Context: an optimization exercise on an open-source flow, tuned for small area and a short achievable clock period. The choices shown serve that exercise and are no tape-out recipe. Where RTL was checked, it was by simulation tests only, not by an equivalence proof against the original. Power and IR drop assume default switching activity.

== run 1 ==
==> module fir, before the edit <==
module  fir(
	input clk,
	input rst_n,
	input enable,
	input [2:0] tap,		 
	input [15:0] data_in,
	output [17:0] data_out,
	output complete
);
reg [15:0] d1, d2;		 
reg v1, v2, v3, done;		 
reg [5:2] ld;			 
reg [15:0] h1, h2;		 
reg [2:0] h2c;			 
reg [15:0] h3, h4, h5;		 
reg [17:0] s3, c3;		 
reg [17:0] result;
always @(posedge clk) begin
	d1 <= data_in;
	d2 <= d1;
end
always @(posedge clk or negedge rst_n) begin
	if (!rst_n) begin
		v1 <= 1'b0;
		v2 <= 1'b0;
		v3 <= 1'b0;
		done <= 1'b0;
		ld <= 4'b0;
	end else begin
		v1 <= enable;
		v2 <= v1;
		v3 <= v2;
		done <= v3;
		ld[2] <= v1 & (tap > 3'd2);
		ld[3] <= v1 & (tap > 3'd3);
		ld[4] <= v1 & (tap > 3'd4);
		ld[5] <= v1 & (tap > 3'd5);
	end
end
wire [12:0] h1x3_lo = {1'b0, h1[11:0]} + {h1[10:0], 1'b0};
wire [4:0] h1x3_c4 = {1'b0, h1[3:0]} + {h1[2:0], 1'b0};
wire [8:0] h1x3_c8 = {1'b0, h1[7:0]} + {h1[6:0], 1'b0};
wire [2:0] h1c = {h1x3_lo[12], h1x3_c8[8], h1x3_c4[4]};
wire [3:0] t0 = h2[3:0] + {h2[2:0], 1'b0};
wire [3:0] t1 = h2[7:4] + h2[6:3] + h2c[0];
wire [3:0] t2 = h2[11:8] + h2[10:7] + h2c[1];
wire [3:0] t3 = h2[15:12] + h2[14:11] + h2c[2];
wire [15:0] h2x3 = {t3, t2, t1, t0};
always @(posedge clk or negedge rst_n) begin
	if (!rst_n) begin
		h1 <= 0;
		h2 <= 0;
		h2c <= 0;
		h3 <= 0;
		h4 <= 0;
		h5 <= 0;
	end else begin
		if (v2) h1 <= d2;
		if (ld[2]) begin
			h2 <= h1;
			h2c <= h1c;
		end
		if (ld[3]) h3 <= h2x3;
		if (ld[4]) h4 <= h3;
		if (ld[5]) h5 <= h4;
	end
end
wire [17:0] o0 = {2'b0, d2};
wire [17:0] o1 = {2'b0, h1[14:0], 1'b0};
wire [17:0] o2 = {2'b0, h2[14:0], 1'b0};
wire [17:0] o3 = {2'b0, h3};
wire [17:0] o4 = {2'b0, h4};
wire [17:0] o5 = {2'b0, h5};
wire [17:0] a_s = o0 ^ o1 ^ o2;
wire [17:0] a_c = ((o0 & o1) | (o0 & o2) | (o1 & o2)) << 1;
wire [17:0] b_s = o3 ^ o4 ^ o5;
wire [17:0] b_c = ((o3 & o4) | (o3 & o5) | (o4 & o5)) << 1;
wire [17:0] e_s = a_s ^ a_c ^ b_s;
wire [17:0] e_c = ((a_s & a_c) | (a_s & b_s) | (a_c & b_s)) << 1;
wire [17:0] f_s = e_s ^ e_c ^ b_c;
wire [17:0] f_c = ((e_s & e_c) | (e_s & b_c) | (e_c & b_c)) << 1;
always @(posedge clk) begin
	s3 <= f_s;
	c3 <= f_c;
end
always @(posedge clk or negedge rst_n) begin
	if (!rst_n)
		result <= 0;
	else if (v3)
		result <= s3 + c3;
end
assign data_out = result;
assign complete = done;
endmodule
make LEC_CHECK=0 CAP_MARGIN=20 CORE_MARGIN=2 CORE_UTILIZATION=40 SLEW_MARGIN=20 finish   # period 4.0 ns
run.sh (not shown) runs the stock make flow with config.mk's settings and CLKGATE_MAP_FILE= SYNTH_SCRIPT=/design/flow/synth_recipe.tcl, a recipe that flattens the netlist after the stock synthesis.
[inputs] run 2 vs run 1
--- a/flow/design.v
+++ b/flow/design.v
@@ -8,11 +8,9 @@
 	output complete
 );
 reg [15:0] d1, d2;		 
 reg v1, v2, v3, done;		 
-reg [5:2] ld;			 
 reg [15:0] h1, h2;		 
-reg [2:0] h2c;			 
 reg [15:0] h3, h4, h5;		 
 reg [17:0] s3, c3;		 
 reg [17:0] result;
 always @(posedge clk) begin
@@ -24,46 +22,29 @@
 		v1 <= 1'b0;
 		v2 <= 1'b0;
 		v3 <= 1'b0;
 		done <= 1'b0;
-		ld <= 4'b0;
 	end else begin
 		v1 <= enable;
 		v2 <= v1;
 		v3 <= v2;
 		done <= v3;
-		ld[2] <= v1 & (tap > 3'd2);
-		ld[3] <= v1 & (tap > 3'd3);
-		ld[4] <= v1 & (tap > 3'd4);
-		ld[5] <= v1 & (tap > 3'd5);
 	end
 end
-wire [12:0] h1x3_lo = {1'b0, h1[11:0]} + {h1[10:0], 1'b0};
-wire [4:0] h1x3_c4 = {1'b0, h1[3:0]} + {h1[2:0], 1'b0};
-wire [8:0] h1x3_c8 = {1'b0, h1[7:0]} + {h1[6:0], 1'b0};
-wire [2:0] h1c = {h1x3_lo[12], h1x3_c8[8], h1x3_c4[4]};
-wire [3:0] t0 = h2[3:0] + {h2[2:0], 1'b0};
-wire [3:0] t1 = h2[7:4] + h2[6:3] + h2c[0];
-wire [3:0] t2 = h2[11:8] + h2[10:7] + h2c[1];
-wire [3:0] t3 = h2[15:12] + h2[14:11] + h2c[2];
-wire [15:0] h2x3 = {t3, t2, t1, t0};
+wire [15:0] h2x3 = h2 + {h2[14:0], 1'b0};	 
 always @(posedge clk or negedge rst_n) begin
 	if (!rst_n) begin
 		h1 <= 0;
 		h2 <= 0;
-		h2c <= 0;
 		h3 <= 0;
 		h4 <= 0;
 		h5 <= 0;
-	end else begin
-		if (v2) h1 <= d2;
-		if (ld[2]) begin
-			h2 <= h1;
-			h2c <= h1c;
-		end
-		if (ld[3]) h3 <= h2x3;
-		if (ld[4]) h4 <= h3;
-		if (ld[5]) h5 <= h4;
+	end else if (v2) begin
+		h1 <= d2;
+		if (tap > 3'd2) h2 <= h1;
+		if (tap > 3'd3) h3 <= h2x3;
+		if (tap > 3'd4) h4 <= h3;
+		if (tap > 3'd5) h5 <= h4;
 	end
 end
 wire [17:0] o0 = {2'b0, d2};
 wire [17:0] o1 = {2'b0, h1[14:0], 1'b0};
Results
- Run 2: all stages complete, timing, DRC and antenna checks passed
- In run 2, the cell area after layout came out about 2.2% below the value in run 1.
- Final critical path time including I/O delays and setup: run 2 > run 1
- Looking at non-clock buffer count, run 2 sits above run 1.
- In run 2, layout overhead on the synthesized area is higher than in run 1.
- Diff run 1..run 2 | antenna violation net count after detailed routing | unchanged
- Die height (lower): run 2
Only the layout flow was run in run 2; the RTL was not checked for function there.


rev 12:
The RTL this note starts from:
==> flow/design.v <==
module  fir(
	input clk,
	input rst_n,
	input enable,
	input [2:0] tap,		 
	input [15:0] data_in,
	output [17:0] data_out,
	output complete
);
reg [15:0] d1;			 
reg v1, v2, v3, done;		 
reg [5:2] ld;			 
reg [15:0] h1, h2;		 
reg [2:0] h2c;			 
reg [15:0] h3, h4, h5;		 
reg [17:0] e2s, e2c, b2c;	 
reg [17:0] p3, g3;		 
reg [17:0] result;
always @(posedge clk)
	d1 <= data_in;
always @(posedge clk or negedge rst_n) begin
	if (!rst_n) begin
		v1 <= 1'b0;
		v2 <= 1'b0;
		v3 <= 1'b0;
		done <= 1'b0;
		ld <= 4'b0;
	end else begin
		v1 <= enable;
		v2 <= v1;
		v3 <= v2;
		done <= v3;
		ld[2] <= enable & (tap > 3'd2);
		ld[3] <= enable & (tap > 3'd3);
		ld[4] <= enable & (tap > 3'd4);
		ld[5] <= enable & (tap > 3'd5);
	end
end
wire [12:0] h1x3_lo = {1'b0, h1[11:0]} + {h1[10:0], 1'b0};
wire [4:0] h1x3_c4 = {1'b0, h1[3:0]} + {h1[2:0], 1'b0};
wire [8:0] h1x3_c8 = {1'b0, h1[7:0]} + {h1[6:0], 1'b0};
wire [2:0] h1c = {h1x3_lo[12], h1x3_c8[8], h1x3_c4[4]};
wire [3:0] t0 = h2[3:0] + {h2[2:0], 1'b0};
wire [3:0] t1 = h2[7:4] + h2[6:3] + h2c[0];
wire [3:0] t2 = h2[11:8] + h2[10:7] + h2c[1];
wire [3:0] t3 = h2[15:12] + h2[14:11] + h2c[2];
wire [15:0] h2x3 = {t3, t2, t1, t0};
always @(posedge clk or negedge rst_n) begin
	if (!rst_n) begin
		h1 <= 0;
		h2 <= 0;
		h2c <= 0;
		h3 <= 0;
		h4 <= 0;
		h5 <= 0;
	end else begin
		if (v1) h1 <= d1;
		if (ld[2]) begin
			h2 <= h1;
			h2c <= h1c;
		end
		if (ld[3]) h3 <= h2x3;
		if (ld[4]) h4 <= h3;
		if (ld[5]) h5 <= h4;
	end
end
wire [17:0] o0 = {2'b0, d1};
wire [17:0] o1 = {2'b0, h1[14:0], 1'b0};
wire [17:0] o2 = {2'b0, h2[14:0], 1'b0};
wire [17:0] o3 = {2'b0, h3};
wire [17:0] o4 = {2'b0, h4};
wire [17:0] o5 = {2'b0, h5};
wire [17:0] a_s = o0 ^ o1 ^ o2;
wire [17:0] a_c = ((o0 & o1) | (o0 & o2) | (o1 & o2)) << 1;
wire [17:0] b_s = o3 ^ o4 ^ o5;
wire [17:0] b_c = ((o3 & o4) | (o3 & o5) | (o4 & o5)) << 1;
wire [17:0] e_s = a_s ^ a_c ^ b_s;
wire [17:0] e_c = ((a_s & a_c) | (a_s & b_s) | (a_c & b_s)) << 1;
always @(posedge clk) begin
	e2s <= e_s;
	e2c <= e_c;
	b2c <= b_c;
end
wire [17:0] f_s = e2s ^ e2c ^ b2c;
wire [17:0] f_c = ((e2s & e2c) | (e2s & b2c) | (e2c & b2c)) << 1;
wire [17:0] fp = f_s ^ f_c;
wire [17:0] fg = f_s & f_c;
wire [17:0] fg1, fp1, fg2;
genvar i;
generate
	for (i = 0; i < 18; i = i + 1) begin : pfx12
		if (i % 2 == 1) begin
			assign fg1[i] = fg[i] | (fp[i] & fg[i-1]);
			assign fp1[i] = fp[i] & fp[i-1];
		end else begin
			assign fg1[i] = fg[i];
			assign fp1[i] = fp[i];
		end
		if (i % 4 >= 2)
			assign fg2[i] = fg1[i] | (fp1[i] & fg1[i - (i % 4) + 1]);
		else
			assign fg2[i] = fg1[i];
	end
endgenerate
always @(posedge clk) begin
	p3 <= fp;
	g3 <= fg2;
end
wire [17:0] pp2, gg3, pp3, gg4, pp4, gg5;
generate
	for (i = 0; i < 18; i = i + 1) begin : pfx345
		if (i % 4 == 0) assign pp2[i] = p3[i];
		else if (i % 4 == 1) assign pp2[i] = &p3[i:i-1];
		else if (i % 4 == 2) assign pp2[i] = &p3[i:i-2];
		else assign pp2[i] = &p3[i:i-3];
		if (i % 8 >= 4) begin
			assign gg3[i] = g3[i] | (pp2[i] & g3[i - (i % 8) + 3]);
			assign pp3[i] = pp2[i] & pp2[i - (i % 8) + 3];
		end else begin
			assign gg3[i] = g3[i];
			assign pp3[i] = pp2[i];
		end
		if (i % 16 >= 8) begin
			assign gg4[i] = gg3[i] | (pp3[i] & gg3[i - (i % 16) + 7]);
			assign pp4[i] = pp3[i] & pp3[i - (i % 16) + 7];
		end else begin
			assign gg4[i] = gg3[i];
			assign pp4[i] = pp3[i];
		end
		if (i >= 16)
			assign gg5[i] = gg4[i] | (pp4[i] & gg4[15]);
		else
			assign gg5[i] = gg4[i];
	end
endgenerate
wire [17:0] sum = p3 ^ {gg5[16:0], 1'b0};
always @(posedge clk or negedge rst_n) begin
	if (!rst_n)
		result <= 0;
	else if (v3)
		result <= sum;
end
assign data_out = result;
assign complete = done;
endmodule
export LEC_CHECK = 0
export CAP_MARGIN = 20
export CORE_MARGIN = 2
export CORE_UTILIZATION = 40
export CTS_BUF_LIST = sky130_fd_sc_hd__clkbuf_8
export SETUP_SLACK_MARGIN = 1.9
export SLEW_MARGIN = 20
export TNS_END_PERCENT = 5
create_clock -name core_clock -period 4.0 [get_ports {clk}]
standard.sh (not shown) runs the stock make flow with config.mk's settings and CLKGATE_MAP_FILE= SYNTH_SCRIPT=/design/flow/synth_recipe.tcl, a recipe that flattens the netlist after the stock synthesis.
==> flow/flow/run.sh <==
#!/bin/bash
# The standard ORFS layout (the same make call and settings as
# standard.sh, including its synthesis script), with these changes:
#  - port buffers are buf_2 cells (buffer_ports picks delay cells by itself);
#  - Yosys synth runs with -noabc, so no generic abc pass runs before
#    extract_fa (fewer inverters around the adder cells);
#  - clock tree: clkbuf_8 buffers with a clkbuf_16 at the root, sinks
#    clustered in groups of up to 15,
#    and no dummy load cells.
# make's output goes to make.log and ORFS keeps each step's log under
# orfs/logs; write_def.log holds the DEF export.
set -euo pipefail
W=$(pwd)
make -C "$FLOW_HOME" DESIGN_CONFIG="$W/config.mk" WORK_HOME="$W/orfs" CLKGATE_MAP_FILE= \
  SYNTH_SCRIPT="$W/synth_recipe.tcl" \
  BUFFER_PORTS_ARGS="-buffer_cell sky130_fd_sc_hd__buf_2" \
  SYNTH_ARGS=-noabc \
  CTS_ARGS="-sink_clustering_enable -repair_clock_nets -buf_list sky130_fd_sc_hd__clkbuf_8 -dont_use_dummy_load -root_buf sky130_fd_sc_hd__clkbuf_16 -sink_clustering_size 15 -sink_clustering_max_diameter 100" \
  finish > "$W/make.log" 2>&1
R="$W/orfs/results/$FLOW_PLATFORM/fir/base"
: # left out here: write the final layout as DEF
## Diff of input files: rev 13 against rev 12
--- a/flow/design.v
+++ b/flow/design.v
@@ -82,58 +82,21 @@
 	b2c <= b_c;
 end
 wire [17:0] f_s = e2s ^ e2c ^ b2c;
 wire [17:0] f_c = ((e2s & e2c) | (e2s & b2c) | (e2c & b2c)) << 1;
-wire [17:0] fp = f_s ^ f_c;
-wire [17:0] fg = f_s & f_c;
-wire [17:0] fg1, fp1, fg2;
-genvar i;
-generate
-	for (i = 0; i < 18; i = i + 1) begin : pfx12
-		if (i % 2 == 1) begin
-			assign fg1[i] = fg[i] | (fp[i] & fg[i-1]);
-			assign fp1[i] = fp[i] & fp[i-1];
-		end else begin
-			assign fg1[i] = fg[i];
-			assign fp1[i] = fp[i];
-		end
-		if (i % 4 >= 2)
-			assign fg2[i] = fg1[i] | (fp1[i] & fg1[i - (i % 4) + 1]);
-		else
-			assign fg2[i] = fg1[i];
-	end
-endgenerate
 always @(posedge clk) begin
-	p3 <= fp;
-	g3 <= fg2;
+	p3 <= f_s ^ f_c;
+	g3 <= f_s & f_c;
 end
-wire [17:0] pp2, gg3, pp3, gg4, pp4, gg5;
-generate
-	for (i = 0; i < 18; i = i + 1) begin : pfx345
-		if (i % 4 == 0) assign pp2[i] = p3[i];
-		else if (i % 4 == 1) assign pp2[i] = &p3[i:i-1];
-		else if (i % 4 == 2) assign pp2[i] = &p3[i:i-2];
-		else assign pp2[i] = &p3[i:i-3];
-		if (i % 8 >= 4) begin
-			assign gg3[i] = g3[i] | (pp2[i] & g3[i - (i % 8) + 3]);
-			assign pp3[i] = pp2[i] & pp2[i - (i % 8) + 3];
-		end else begin
-			assign gg3[i] = g3[i];
-			assign pp3[i] = pp2[i];
-		end
-		if (i % 16 >= 8) begin
-			assign gg4[i] = gg3[i] | (pp3[i] & gg3[i - (i % 16) + 7]);
-			assign pp4[i] = pp3[i] & pp3[i - (i % 16) + 7];
-		end else begin
-			assign gg4[i] = gg3[i];
-			assign pp4[i] = pp3[i];
-		end
-		if (i >= 16)
-			assign gg5[i] = gg4[i] | (pp4[i] & gg4[15]);
-		else
-			assign gg5[i] = gg4[i];
-	end
-endgenerate
+wire [17:0] gg1 = g3 | (p3 & {g3[16:0], 1'b0});
+wire [17:0] pp1 = p3 & {p3[16:0], 1'b0};
+wire [17:0] gg2 = gg1 | (pp1 & {gg1[15:0], 2'b0});
+wire [17:0] pp2 = pp1 & {pp1[15:0], 2'b0};
+wire [17:0] gg3 = gg2 | (pp2 & {gg2[13:0], 4'b0});
+wire [17:0] pp3 = pp2 & {pp2[13:0], 4'b0};
+wire [17:0] gg4 = gg3 | (pp3 & {gg3[9:0], 8'b0});
+wire [17:0] pp4 = pp3 & {pp3[9:0], 8'b0};
+wire [17:0] gg5 = gg4 | (pp4 & {gg4[1:0], 16'b0});
 wire [17:0] sum = p3 ^ {gg5[16:0], 1'b0};
 always @(posedge clk or negedge rst_n) begin
 	if (!rst_n)
 		result <= 0;
### Flow results
- In the flow results for rev 13 and rev 12, the stage delay of the slowest cell on the critical path is larger on rev 13.
- The fraction of layout instances using a drive strength above 1 in rev 13 sits 1.4 points below the value recorded for rev 12.
- Rev 13 finished every step from synthesis to the final layout, and the layout passed the timing, DRC and antenna checks.
- Rev 12 -> rev 13: wire length per cell decreased slightly
- The pre-CTS worst setup slack in rev 13 sits 0.30 ns below the value recorded for rev 12.
- Sequential share of layout area (higher): rev 12
- Between rev 12 and rev 13, critical path depth decreased.
- Summary of rev 13 over rev 12: first-iteration DRC count up about 80%; length in cells of the worst reg-to-reg path decreased 5; share of total power in combinational logic went down by 1.6 points; area after synthesis up 3.5%; critical-path maximum fanout went down.
No functional check of the RTL was part of rev 12.

==> port drivers added, routing unchanged <==
No port has a modelled driver above. Below, the same layouts with a new extraction and two added sets of constraints.
Step 1, drivers: a clkbuf_16 drives clk and a buf_2 each remaining input, both assumed.
Step 2 moves the port delays by t, midway between the first and last clock arrival at a register: inputs arrive t later, outputs are due t later. That takes back most of the time a late clock gives input paths.
Slacks: ideal / step 1 / step 2; pairs: ideal / step 1.
run | shift t [ns] | setup WS [ns] | slew at the worst register clock pin (ns) | cell pins on the clock port's net
run 1 | 0.471 | 1.833 / 1.794 / 1.855 | 0.07 / 0.07 | 1
run 2 | 0.466 | 1.511 / 1.511 / 1.258 | 0.07 / 0.07 | 1
rev 12 | 0.483 | 2.015 / 2.015 / 2.015 | 0.10 / 0.10 | 1
rev 13 | 0.494 | 2.188 / 2.148 / 2.222 | 0.10 / 0.10 | 1
After both steps setup and hold are still met in every run listed. For run 2, which loses most, drivers alone change the setup slack by 0.000 ns; drivers and shift together by -0.253 ns.
